This design comes from an exercise in tuning for a short achievable clock period and few clock cycles on the open sky130 flow, not from production work.
Power figures rest on the tool's default switching activity, not on a simulated workload.

Design core, start of the top module:
module core
(
    clock_in,
    mem_in,
    reset_in,
    led_out,
    mem_fetch,
    mem_we,
    mem_oe,
    mem_add,
    mem_out
);
    input clock_in;
    input [15:0] mem_in;
    input reset_in;
    output [7:0] led_out;
    output mem_fetch;
    output mem_we;
    output mem_oe;
    output [15:0] mem_add;
    output [15:0] mem_out;
    localparam BN = 8;               
    localparam CB = 5;               
    localparam CN = 1 << CB;
    reg [15:0] o_add;
    reg o_oe, o_we, o_fetch;
    reg [15:0] o_out;
    reg [7:0] led;
    assign mem_add = o_add;
    assign mem_oe = o_oe;
    assign mem_we = o_we;
    assign mem_fetch = o_fetch;
    assign mem_out = o_out;
    assign led_out = led;
    reg f_m;           
    reg f_load;        
    reg f_halt;
    reg f_first;       
    reg [2:0] m_dr;
    reg [15:0] fa_x;   
    reg [15:0] r0, r1, r2, r3, r4, r5, r6, r7;
    reg [2:0] cc;    
    reg ir_v;
    reg [15:0] ir_off;     
    reg ir_ok;         
    reg ir_dep;        
    reg [15:0] ir, ir_pc, ir_pn;
    reg e_v;
  ...
For scale: about 5100 cells after synthesis, about 1500 flip-flops, roughly 61 I/O pins, ~69000 um2 of cells after synthesis.
==> flow/config.mk <==
export PLATFORM = sky130hd
export DESIGN_NAME = core
export DESIGN_NICKNAME = core
export VERILOG_FILES = /design/flow/design.v
export SDC_FILE = /design/flow/constraint.sdc
export NUM_CORES = 4
export LEC_CHECK = 0
export CAP_MARGIN = 20
export CORE_MARGIN = 2
export CORE_UTILIZATION = 60
export SETUP_SLACK_MARGIN = 5
export SLEW_MARGIN = 20
export TNS_END_PERCENT = 100
==> flow/constraint.sdc <==
create_clock -name core_clock -period 8.0 [get_ports {clock_in}]
set_input_delay 1.6000 -clock core_clock [delete_from_list [all_inputs] [get_ports {clock_in}]]
set_output_delay 1.6000 -clock core_clock [all_outputs]
set_load 0.01 [all_outputs]
run.sh (not shown) runs the stock make flow with config.mk's settings and CLKGATE_MAP_FILE= SYNTH_SCRIPT=/design/flow/synth_recipe.tcl, a recipe that flattens the netlist after the stock synthesis.
Edit:
--- a/flow/design.v
+++ b/flow/design.v
@@ -155,13 +155,17 @@
         end
     end
     wire bt_hit = |bt_m;
     wire [15:0] pn = bt_hit ? bt_sel : fa1;
     wire [CB-1:0] ci = fa_c[CB-1:0];
     wire ic_hit = ic_v[ci] && (ic_tag[ci] == fa_c[15:CB]);
-    wire ic_hq = ic_v[fa_q[CB-1:0]] && (ic_tag[fa_q[CB-1:0]][CB+1:CB] == fa_q[CB+1:CB]);
+    wire [CB-1:0] qi1 = fa1[CB-1:0];
+    wire qh0 = ic_v[fa_q[CB-1:0]] && (ic_tag[fa_q[CB-1:0]] == fa[15:CB]);
+    wire qh1 = ic_v[qi1] && (ic_tag[qi1] == fa1[15:CB]);
+    reg ra_stay, ra_seq, ra_h0, ra_h1;
+    wire ic_hq = (ra_stay && ra_h0) || (ra_seq && ra_h1);
     wire [15:0] fw = f_m ? ic_w[ci] : mem_in;
     wire [15:0] fw_off = (fw[15:12] == 4'h4) ? {{5{fw[10]}}, fw[10:0]} : {{7{fw[8]}}, fw[8:0]};
     wire [3:0] op = ir[15:12];
     wire [2:0] sr1 = ir[8:6];
     wire [2:0] sr2 = ir[2:0];
     wire [2:0] drf = ir[11:9];
@@ -191,18 +195,24 @@
     wire s_red = redirect;
     wire s_rep = !redirect && replay;
     wire s_pn = !redirect && !replay && (!ir_v || d_go) && f_ok;
     wire s_fa = !redirect && !replay && !((!ir_v || d_go) && f_ok);
     wire [15:0] fa_n = ({16{s_red}} & e_next) | ({16{s_rep}} & ir_pc) |
                        ({16{s_pn}} & pn) | ({16{s_fa}} & fa);
+    wire ic_fill = !f_m && !f_first;
     always @(posedge clock_in or posedge reset_in) begin
         if (reset_in) begin
+            o_add <= 16'h0;
+            o_oe <= 1'b0;
+            o_we <= 1'b0;
+            o_fetch <= 1'b0;
             f_first <= 1'b1;
             f_m <= 1'b0;
             f_load <= 1'b0;
             f_halt <= 1'b0;
+            fa_x <= 16'h0;
             ir_v <= 1'b0;
             e_v <= 1'b0;
             r0 <= 16'h0;
             r1 <= 16'h1;
             r2 <= 16'h2;
             r3 <= 16'h3;
@@ -238,43 +248,40 @@
                     bt_rr <= bt_rr + 3'd1;
                 end
             end
             if (!f_m && !f_first)
                 ic_v[ci] <= 1'b1;
             if (go_halt) begin
+                o_add <= 16'hffff;
+                o_oe <= 1'b0;
+                o_we <= 1'b0;
+                o_fetch <= 1'b0;
                 f_m <= 1'b0;
                 f_load <= 1'b0;
                 f_halt <= 1'b1;
             end else begin
+                o_add <= go_mem ? sum : fa_n;
+                o_oe <= !go_mem || e_ld;
+                o_we <= go_mem && !e_ld;
+                o_fetch <= !go_mem;
                 f_m <= go_mem;
                 f_load <= go_mem && e_ld;
             end
+            fa_x <= fa_n ^ 16'h3000;
             ir_v <= (f_take && !replay) || (ir_v && !d_adv && !redirect && !replay);
             e_v <= d_adv;
         end
     end
-    wire stop = f_halt || go_halt;
-    always @(posedge clock_in or posedge reset_in) begin
-        if (reset_in) begin
-            o_add <= 16'h0;
-            o_oe <= 1'b0;
-            o_we <= 1'b0;
-            o_fetch <= 1'b0;
-            fa_x <= 16'h0;
-        end else begin
-            o_add <= stop ? 16'hffff : go_mem ? sum : fa_n;
-            o_oe <= !stop && (!go_mem || e_ld);
-            o_we <= !stop && go_mem && !e_ld;
-            o_fetch <= !stop && !go_mem;
-            fa_x <= fa_n ^ 16'h3000;
-        end
-    end
     always @(posedge clock_in) begin
         fa_b <= fa_n;
         fa_cn <= ~fa_n;
         fa_q <= reset_in ? {(CB+2){1'b0}} : fa_n[CB+1:0];
+        ra_stay <= s_fa;
+        ra_seq <= s_pn && !bt_hit;
+        ra_h0 <= qh0 || ic_fill;      
+        ra_h1 <= qh1 && !(ic_fill && (ci == qi1));
         if (go_mem) begin
             o_out <= e_s;
             m_dr <= e_dr;
         end
         if (e_v && (e_br || e_jo || e_jr)) begin
             if (|bt_me) begin
After rerunning:
- first-iteration DRC count climbs by 32%
- critical path depth goes down by 3
- via count is higher by 16%
- area after synthesis increases by 8.5%
- power grows by 13%
- count of clock-buffer cells in the layout went down by 2
- global-route usage increases by 4.1 points
- cell count increases by 9.7%
No functional check of the RTL was part of any run of this note.

========
== rev 12 ==
The RTL this note starts from:
==> flow/design.v <==
module core
(
    clock_in,
    mem_in,
    reset_in,
    led_out,
    mem_fetch,
    mem_we,
    mem_oe,
    mem_add,
    mem_out
);
    input clock_in;
    input [15:0] mem_in;
    input reset_in;
    output [7:0] led_out;
    output mem_fetch;
    output mem_we;
    output mem_oe;
    output [15:0] mem_add;
    output [15:0] mem_out;
    localparam BN = 8;               
    localparam CB = 5;               
    localparam CN = 1 << CB;
    reg [15:0] o_add;
    reg o_oe, o_we, o_fetch;
    reg [15:0] o_out;
    reg [7:0] led;
    assign mem_add = o_add;
    assign mem_oe = o_oe;
    assign mem_we = o_we;
    assign mem_fetch = o_fetch;
    assign mem_out = o_out;
    assign led_out = led;
    reg f_m;           
    reg f_load;        
    reg f_halt;
    reg f_first;       
    reg [2:0] m_dr;
    reg [15:0] fa_x;   
    reg [15:0] r0, r1, r2, r3, r4, r5, r6, r7;
    reg [2:0] cc;    
    reg ir_v;
    reg ir_ok;         
    reg ir_dep;        
    reg [15:0] ir, ir_pc, ir_pn;
    reg e_v;
    reg [15:0] e_a, e_b, e_s, e_pc, e_pc1, e_tgt, e_pn;
    reg [2:0] e_dr, e_cond, e_sr;
    reg e_wr, e_cc, e_and, e_not, e_link, e_led, e_mem, e_ld, e_halt;
    reg e_br, e_jo, e_jr, e_jmp;
    reg e_eqt, e_eq1;    
    reg [BN-1:0] bt_v;
    reg [15:0] bt_a [0:BN-1];
    reg [15:0] bt_t [0:BN-1];
    reg [BN-1:0] bt_r;               
    reg [2:0] bt_rr;                 
    reg [CN-1:0] ic_v;
    reg [15:CB] ic_tag [0:CN-1];
    reg [15:0] ic_w [0:CN-1];
    function [16:0] ks16c;
        input [15:0] a, b;
        input cin;
        reg [15:0] g, p;
        integer i, d;
        begin
            g = a & b;
            p = a | b;
            g[0] = g[0] | (p[0] & cin);
            for (d = 1; d < 16; d = d * 2)
                for (i = 15; i >= d; i = i - 1) begin
                    g[i] = g[i] | (p[i] & g[i-d]);
                    p[i] = p[i] & p[i-d];
                end
            ks16c = {g[15], (a ^ b) ^ {g[14:0], cin}};
        end
    endfunction
    function [15:0] inc16;
        input [15:0] x;
        reg [15:0] c;
        integer i, d;
        begin
            c = x;
            for (d = 1; d < 16; d = d * 2)
                for (i = 15; i >= d; i = i - 1)
                    c[i] = c[i] & c[i-d];
            inc16 = x ^ {c[14:0], 1'b1};
        end
    endfunction
    function [2:0] setcc;
        input [15:0] v;
        setcc = v[15] ? 3'b100 : (v == 16'h0) ? 3'b010 : 3'b001;
    endfunction
    function [15:0] rsel;
        input [2:0] s;
        input [15:0] a0, a1, a2, a3, a4, a5, a6, a7;
        case (s)
            3'd0: rsel = a0;
            3'd1: rsel = a1;
            3'd2: rsel = a2;
            3'd3: rsel = a3;
            3'd4: rsel = a4;
            3'd5: rsel = a5;
            3'd6: rsel = a6;
            default: rsel = a7;
        endcase
    endfunction
    function ld_dep;
        input [15:0] w;
        input [2:0] r;
        reg [3:0] o;
        begin
            o = w[15:12];
            ld_dep = (o == 4'h0) ||
                     (((o == 4'h1) || (o == 4'h5) || (o == 4'h9) || (o == 4'h6) || (o == 4'h7) ||
                       (o == 4'hc) || ((o == 4'h4) && !w[11])) && (w[8:6] == r)) ||
                     (((o == 4'h1) || (o == 4'h5)) && !w[5] && (w[2:0] == r)) ||
                     (((o == 4'h3) || (o == 4'h7)) && (w[11:9] == r));
        end
    endfunction
    wire [16:0] sum_x = ks16c(e_a, e_b, 1'b0);
    wire [15:0] sum = sum_x[15:0];
    wire [15:0] alu = e_link ? e_pc1 : e_and ? (e_a & e_b) : e_not ? ~e_a : sum;
    wire z_add = ((e_a ^ e_b) == {e_a[14:0] | e_b[14:0], 1'b0});
    wire z_and = ((e_a & e_b) == 16'h0);
    wire z_not = (e_a == 16'hffff);
    wire e_z = e_and ? z_and : e_not ? z_not : z_add;
    wire e_n = alu[15];
    wire [2:0] e_ccv = {e_n, e_z, ~e_n & ~e_z};
    wire e_w = e_v & e_wr;
    wire e_c = e_v & e_cc;
    wire e_l = e_v & e_ld;
    wire e_taken = e_br && ((e_cond & cc) != 3'b000);
    wire [15:0] e_next = e_jr ? e_a : (e_jo || e_taken) ? e_tgt : e_pc1;
    wire e_eqa = (e_a == e_pn);
    wire redirect = e_v && !(e_jr ? e_eqa : (e_jo || e_taken) ? e_eqt : e_eq1);
    wire go_mem = e_v && e_mem;
    wire go_halt = e_v && e_halt;
    wire [15:0] fa = fa_x ^ 16'h3000;
    wire [15:0] fa1 = inc16(fa);
    reg [BN-1:0] bt_m;       
    reg [BN-1:0] bt_me;      
    reg [15:0] bt_sel;
    integer k;
    always @(*) begin
        bt_sel = 16'h0;
        for (k = 0; k < BN; k = k + 1) begin
            bt_m[k] = bt_v[k] && (bt_a[k] == fa);
            bt_me[k] = bt_v[k] && (bt_a[k] == e_pc);
            bt_sel = bt_sel | ({16{bt_m[k]}} & (bt_r[k] ? r7 : bt_t[k]));
        end
    end
    wire bt_hit = |bt_m;
    wire [15:0] pn = bt_hit ? bt_sel : fa1;
    wire [CB-1:0] ci = fa[CB-1:0];
    wire ic_hit = ic_v[ci] && (ic_tag[ci] == fa[15:CB]);
    wire ic_hq = ic_v[ci] && (ic_tag[ci][CB+1:CB] == fa[CB+1:CB]);
    wire [15:0] fw = f_m ? ic_w[ci] : mem_in;
    wire [3:0] op = ir[15:12];
    wire [2:0] sr1 = ir[8:6];
    wire [2:0] sr2 = ir[2:0];
    wire [2:0] drf = ir[11:9];
    function [15:0] rfwd;
        input [2:0] s;
        input [15:0] a0, a1, a2, a3, a4, a5, a6, a7;
        rfwd = (e_w && e_dr == s) ? alu :
               (f_load && m_dr == s) ? mem_in : rsel(s, a0, a1, a2, a3, a4, a5, a6, a7);
    endfunction
    wire [15:0] ra = rfwd(sr1, r0, r1, r2, r3, r4, r5, r6, r7);
    wire [15:0] rb = rfwd(sr2, r0, r1, r2, r3, r4, r5, r6, r7);
    wire [15:0] rs = rfwd(drf, r0, r1, r2, r3, r4, r5, r6, r7);
    wire [15:0] pc1 = inc16(ir_pc);
    wire is_jsr = (op == 4'h4);
    wire [15:0] off = is_jsr ? {{5{ir[10]}}, ir[10:0]} : {{7{ir[8]}}, ir[8:0]};
    wire [16:0] tgt_x = ks16c(ir_pc, off, 1'b1);
    wire alu_op = (op == 4'h1) || (op == 4'h5);
    wire pcrel = (op == 4'he) || (op == 4'h2) || (op == 4'h3);
    wire [15:0] da = pcrel ? pc1 : ra;
    wire [15:0] db = alu_op ? (ir[5] ? {{11{ir[4]}}, ir[4:0]} : rb) :
                     ((op == 4'h6) || (op == 4'h7)) ? {{10{ir[5]}}, ir[5:0]} : {{7{ir[8]}}, ir[8:0]};
    wire hazard = e_l && ir_dep;
    wire replay = ir_v && !ir_ok;           
    wire d_go = ir_ok && !hazard;
    wire d_adv = ir_v && d_go && !redirect;
    wire f_ok = f_m ? ic_hq : !f_first;
    wire f_take = (!ir_v || d_go) && !redirect && f_ok;
    wire s_red = redirect;
    wire s_rep = !redirect && replay;
    wire s_pn = !redirect && !replay && (!ir_v || d_go) && f_ok;
    wire s_fa = !redirect && !replay && !((!ir_v || d_go) && f_ok);
    wire [15:0] fa_n = ({16{s_red}} & e_next) | ({16{s_rep}} & ir_pc) |
                       ({16{s_pn}} & pn) | ({16{s_fa}} & fa);
    always @(posedge clock_in or posedge reset_in) begin
        if (reset_in) begin
            o_add <= 16'h0;
            o_oe <= 1'b0;
            o_we <= 1'b0;
            o_fetch <= 1'b0;
            f_first <= 1'b1;
            f_m <= 1'b0;
            f_load <= 1'b0;
            f_halt <= 1'b0;
            fa_x <= 16'h0;
            ir_v <= 1'b0;
            e_v <= 1'b0;
            r0 <= 16'h0;
            r1 <= 16'h1;
            r2 <= 16'h2;
            r3 <= 16'h3;
            r4 <= 16'h0;
            r5 <= 16'h0;
            r6 <= 16'h0;
            r7 <= 16'h0;
            cc <= 3'b000;
            led <= 8'h0;
            bt_v <= {BN{1'b0}};
            bt_rr <= 3'd0;
            ic_v <= {CN{1'b0}};
        end else if (!f_halt) begin
            f_first <= 1'b0;
            if (e_w && e_dr == 3'd0) r0 <= alu; else if (f_load && m_dr == 3'd0) r0 <= mem_in;
            if (e_w && e_dr == 3'd1) r1 <= alu; else if (f_load && m_dr == 3'd1) r1 <= mem_in;
            if (e_w && e_dr == 3'd2) r2 <= alu; else if (f_load && m_dr == 3'd2) r2 <= mem_in;
            if (e_w && e_dr == 3'd3) r3 <= alu; else if (f_load && m_dr == 3'd3) r3 <= mem_in;
            if (e_w && e_dr == 3'd4) r4 <= alu; else if (f_load && m_dr == 3'd4) r4 <= mem_in;
            if (e_w && e_dr == 3'd5) r5 <= alu; else if (f_load && m_dr == 3'd5) r5 <= mem_in;
            if (e_w && e_dr == 3'd6) r6 <= alu; else if (f_load && m_dr == 3'd6) r6 <= mem_in;
            if (e_w && e_dr == 3'd7) r7 <= alu; else if (f_load && m_dr == 3'd7) r7 <= mem_in;
            cc <= e_c ? e_ccv : f_load ? setcc(mem_in) : cc;
            if (e_v && e_led)
                led <= led + 8'h1;
            if (e_v && (e_br || e_jo || e_jr)) begin
                if (|bt_me) begin
                    for (k = 0; k < BN; k = k + 1)
                        if (bt_me[k])
                            bt_v[k] <= !(e_br && !e_taken);
                end else if (!(e_br && !e_taken)) begin
                    bt_v[bt_rr] <= 1'b1;
                    bt_rr <= bt_rr + 3'd1;
                end
            end
            if (!f_m && !f_first)
                ic_v[ci] <= 1'b1;
            if (go_halt) begin
                o_add <= 16'hffff;
                o_oe <= 1'b0;
                o_we <= 1'b0;
                o_fetch <= 1'b0;
                f_m <= 1'b0;
                f_load <= 1'b0;
                f_halt <= 1'b1;
            end else begin
                o_add <= go_mem ? sum : fa_n;
                o_oe <= !go_mem || e_ld;
                o_we <= go_mem && !e_ld;
                o_fetch <= !go_mem;
                f_m <= go_mem;
                f_load <= go_mem && e_ld;
            end
            fa_x <= fa_n ^ 16'h3000;
            ir_v <= (f_take && !replay) || (ir_v && !d_adv && !redirect && !replay);
            e_v <= d_adv;
        end
    end
    always @(posedge clock_in) begin
        if (go_mem) begin
            o_out <= e_s;
            m_dr <= e_dr;
        end
        if (e_v && (e_br || e_jo || e_jr)) begin
            if (|bt_me) begin
                for (k = 0; k < BN; k = k + 1)
                    if (bt_me[k]) begin
                        bt_t[k] <= e_next;
                        bt_r[k] <= e_jmp && (e_sr == 3'd7);
                    end
            end else begin
                bt_a[bt_rr] <= e_pc;
                bt_t[bt_rr] <= e_next;
                bt_r[bt_rr] <= e_jmp && (e_sr == 3'd7);
            end
        end
        if (!f_m && !f_first) begin
            ic_tag[ci] <= fa[15:CB];
            ic_w[ci] <= mem_in;
        end
        if (!ir_v || d_go) begin
            ir_ok <= !f_m || ic_hit;
            ir_dep <= ((op == 4'h2) || (op == 4'h6)) && ld_dep(fw, drf);
            ir <= fw;
            ir_pc <= fa;
            ir_pn <= pn;
        end
        e_a <= da;
        e_b <= db;
        e_s <= rs;
        e_pc <= ir_pc;
        e_pc1 <= pc1;
        e_tgt <= tgt_x[15:0];
        e_eqt <= (tgt_x[15:0] == ir_pn);
        e_eq1 <= (pc1 == ir_pn);
        e_pn <= ir_pn;
        e_dr <= is_jsr ? 3'd7 : drf;
        e_cond <= drf;
        e_sr <= sr1;
        e_wr <= alu_op || (op == 4'h9) || (op == 4'he) || (op == 4'h2) || (op == 4'h6) || is_jsr;
        e_cc <= alu_op || (op == 4'h9) || (op == 4'he);
        e_and <= (op == 4'h5);
        e_not <= (op == 4'h9);
        e_link <= is_jsr;
        e_led <= (op == 4'hf) && (ir[7:0] == 8'h30);
        e_halt <= ((op == 4'hf) && (ir[7:0] == 8'h25)) ||
                  (op == 4'h8) || (op == 4'ha) || (op == 4'hb) || (op == 4'hd);
        e_mem <= (op == 4'h2) || (op == 4'h3) || (op == 4'h6) || (op == 4'h7);
        e_ld <= (op == 4'h2) || (op == 4'h6);
        e_br <= (op == 4'h0);
        e_jo <= is_jsr && ir[11];
        e_jr <= (op == 4'hc) || (is_jsr && !ir[11]);
        e_jmp <= (op == 4'hc);
    end
endmodule
Settings: LEC_CHECK=0, CAP_MARGIN=20, CORE_MARGIN=2, CORE_UTILIZATION=60, SETUP_SLACK_MARGIN=5, SLEW_MARGIN=20, TNS_END_PERCENT=100; clock period 8.0 ns.
The following lists how rev 13 was set up differently from rev 12:
diff --git a/flow/design.v b/flow/design.v
--- a/flow/design.v
+++ b/flow/design.v
@@ -40,8 +40,9 @@
     reg [15:0] fa_x;   
     reg [15:0] r0, r1, r2, r3, r4, r5, r6, r7;
     reg [2:0] cc;    
     reg ir_v;
+    reg [15:0] ir_off;     
     reg ir_ok;         
     reg ir_dep;        
     reg [15:0] ir, ir_pc, ir_pn;
     reg e_v;
@@ -50,9 +51,9 @@
     reg e_wr, e_cc, e_and, e_not, e_link, e_led, e_mem, e_ld, e_halt;
     reg e_br, e_jo, e_jr, e_jmp;
     reg e_eqt, e_eq1;    
     reg [BN-1:0] bt_v;
-    reg [15:0] bt_a [0:BN-1];
+    reg [7:0] bt_a [0:BN-1];         
     reg [15:0] bt_t [0:BN-1];
     reg [BN-1:0] bt_r;               
     reg [2:0] bt_rr;                 
     reg [CN-1:0] ic_v;
@@ -137,26 +138,31 @@
     wire go_mem = e_v && e_mem;
     wire go_halt = e_v && e_halt;
     wire [15:0] fa = fa_x ^ 16'h3000;
     wire [15:0] fa1 = inc16(fa);
+    reg [15:0] fa_b, fa_cn;        
+    reg [CB+1:0] fa_qn;            
+    wire [CB+1:0] fa_q = ~fa_qn;
+    wire [15:0] fa_c = ~fa_cn;
     reg [BN-1:0] bt_m;       
     reg [BN-1:0] bt_me;      
     reg [15:0] bt_sel;
     integer k;
     always @(*) begin
         bt_sel = 16'h0;
         for (k = 0; k < BN; k = k + 1) begin
-            bt_m[k] = bt_v[k] && (bt_a[k] == fa);
-            bt_me[k] = bt_v[k] && (bt_a[k] == e_pc);
+            bt_m[k] = bt_v[k] && (bt_a[k] == fa_b[7:0]);
+            bt_me[k] = bt_v[k] && (bt_a[k] == e_pc[7:0]);
             bt_sel = bt_sel | ({16{bt_m[k]}} & (bt_r[k] ? r7 : bt_t[k]));
         end
     end
     wire bt_hit = |bt_m;
     wire [15:0] pn = bt_hit ? bt_sel : fa1;
-    wire [CB-1:0] ci = fa[CB-1:0];
-    wire ic_hit = ic_v[ci] && (ic_tag[ci] == fa[15:CB]);
-    wire ic_hq = ic_v[ci] && (ic_tag[ci][CB+1:CB] == fa[CB+1:CB]);
+    wire [CB-1:0] ci = fa_c[CB-1:0];
+    wire ic_hit = ic_v[ci] && (ic_tag[ci] == fa_c[15:CB]);
+    wire ic_hq = ic_v[fa_q[CB-1:0]] && (ic_tag[fa_q[CB-1:0]][CB+1:CB] == fa_q[CB+1:CB]);
     wire [15:0] fw = f_m ? ic_w[ci] : mem_in;
+    wire [15:0] fw_off = (fw[15:12] == 4'h4) ? {{5{fw[10]}}, fw[10:0]} : {{7{fw[8]}}, fw[8:0]};
     wire [3:0] op = ir[15:12];
     wire [2:0] sr1 = ir[8:6];
     wire [2:0] sr2 = ir[2:0];
     wire [2:0] drf = ir[11:9];
@@ -170,10 +176,9 @@
     wire [15:0] rb = rfwd(sr2, r0, r1, r2, r3, r4, r5, r6, r7);
     wire [15:0] rs = rfwd(drf, r0, r1, r2, r3, r4, r5, r6, r7);
     wire [15:0] pc1 = inc16(ir_pc);
     wire is_jsr = (op == 4'h4);
-    wire [15:0] off = is_jsr ? {{5{ir[10]}}, ir[10:0]} : {{7{ir[8]}}, ir[8:0]};
-    wire [16:0] tgt_x = ks16c(ir_pc, off, 1'b1);
+    wire [16:0] tgt_x = ks16c(ir_pc, ir_off, 1'b1);
     wire alu_op = (op == 4'h1) || (op == 4'h5);
     wire pcrel = (op == 4'he) || (op == 4'h2) || (op == 4'h3);
     wire [15:0] da = pcrel ? pc1 : ra;
     wire [15:0] db = alu_op ? (ir[5] ? {{11{ir[4]}}, ir[4:0]} : rb) :
@@ -200,8 +205,9 @@
             f_m <= 1'b0;
             f_load <= 1'b0;
             f_halt <= 1'b0;
             fa_x <= 16'h0;
+            fa_qn <= {(CB+2){1'b1}};    
             ir_v <= 1'b0;
             e_v <= 1'b0;
             r0 <= 16'h0;
             r1 <= 16'h1;
@@ -257,13 +263,16 @@
                 f_m <= go_mem;
                 f_load <= go_mem && e_ld;
             end
             fa_x <= fa_n ^ 16'h3000;
+            fa_qn <= ~fa_n[CB+1:0];
             ir_v <= (f_take && !replay) || (ir_v && !d_adv && !redirect && !replay);
             e_v <= d_adv;
         end
     end
     always @(posedge clock_in) begin
+        fa_b <= fa_n;
+        fa_cn <= ~fa_n;
         if (go_mem) begin
             o_out <= e_s;
             m_dr <= e_dr;
         end
@@ -274,23 +283,24 @@
                         bt_t[k] <= e_next;
                         bt_r[k] <= e_jmp && (e_sr == 3'd7);
                     end
             end else begin
-                bt_a[bt_rr] <= e_pc;
+                bt_a[bt_rr] <= e_pc[7:0];
                 bt_t[bt_rr] <= e_next;
                 bt_r[bt_rr] <= e_jmp && (e_sr == 3'd7);
             end
         end
         if (!f_m && !f_first) begin
-            ic_tag[ci] <= fa[15:CB];
+            ic_tag[ci] <= fa_c[15:CB];
             ic_w[ci] <= mem_in;
         end
         if (!ir_v || d_go) begin
             ir_ok <= !f_m || ic_hit;
             ir_dep <= ((op == 4'h2) || (op == 4'h6)) && ld_dep(fw, drf);
             ir <= fw;
             ir_pc <= fa;
             ir_pn <= pn;
+            ir_off <= fw_off;
         end
         e_a <= da;
         e_b <= db;
         e_s <= rs;
### Flow results
Per the comparison of rev 13 with rev 12, wire length of the first global-routing pass decreased by 23,000 um relative to the old numbers; sequential power share increased by 1.2 points relative to the old numbers; cell depth of the worst flop-to-flop path decreased by 8 relative to the old numbers. Summary: final worst slack, rev 13 better than rev 12. Summary — global-route usage, rev 13 relative to rev 12: lower, by 2.5 points. Rev 13 ends up with lower number of cells in the finished layout apart from fillers than rev 12 does.
No functional check of the RTL was part of any run of this note.

[static timing again, ports no longer ideal]
No port has a modelled driver above. Below, the same layouts with a new extraction and two added sets of constraints. Step 1 sets driving cells, clkbuf_16 on the clock port and buf_2 on the other inputs (assumed; they add their load-dependent delay and slew). Step 2 moves the port delays by t, midway between the first and last clock arrival at a register: inputs arrive t later, outputs are due t later. That takes back most of the time a late clock gives input paths. Three values: ideal ports, drivers, drivers and shift; two values: the first two.
run	t (ns)	setup slack, ns	worst hold slack (ns)	pins driven straight from the clock port
the first run of note 1	0.876	4.713 / 4.713 / 4.033	0.403 / 0.403 / 0.403	1
the second run of note 1	0.893	4.631 / 4.631 / 4.167	0.401 / 0.401 / 0.401	1
rev 12	0.887	4.563 / 4.563 / 4.050	0.377 / 0.377 / 0.377	1
rev 13	0.854	4.661 / 4.661 / 4.015	0.402 / 0.402 / 0.402	1
After both steps every run listed still meets setup and hold. For the first run of note 1, which loses most, drivers alone change the setup slack by 0.000 ns; drivers and shift together by -0.680 ns.
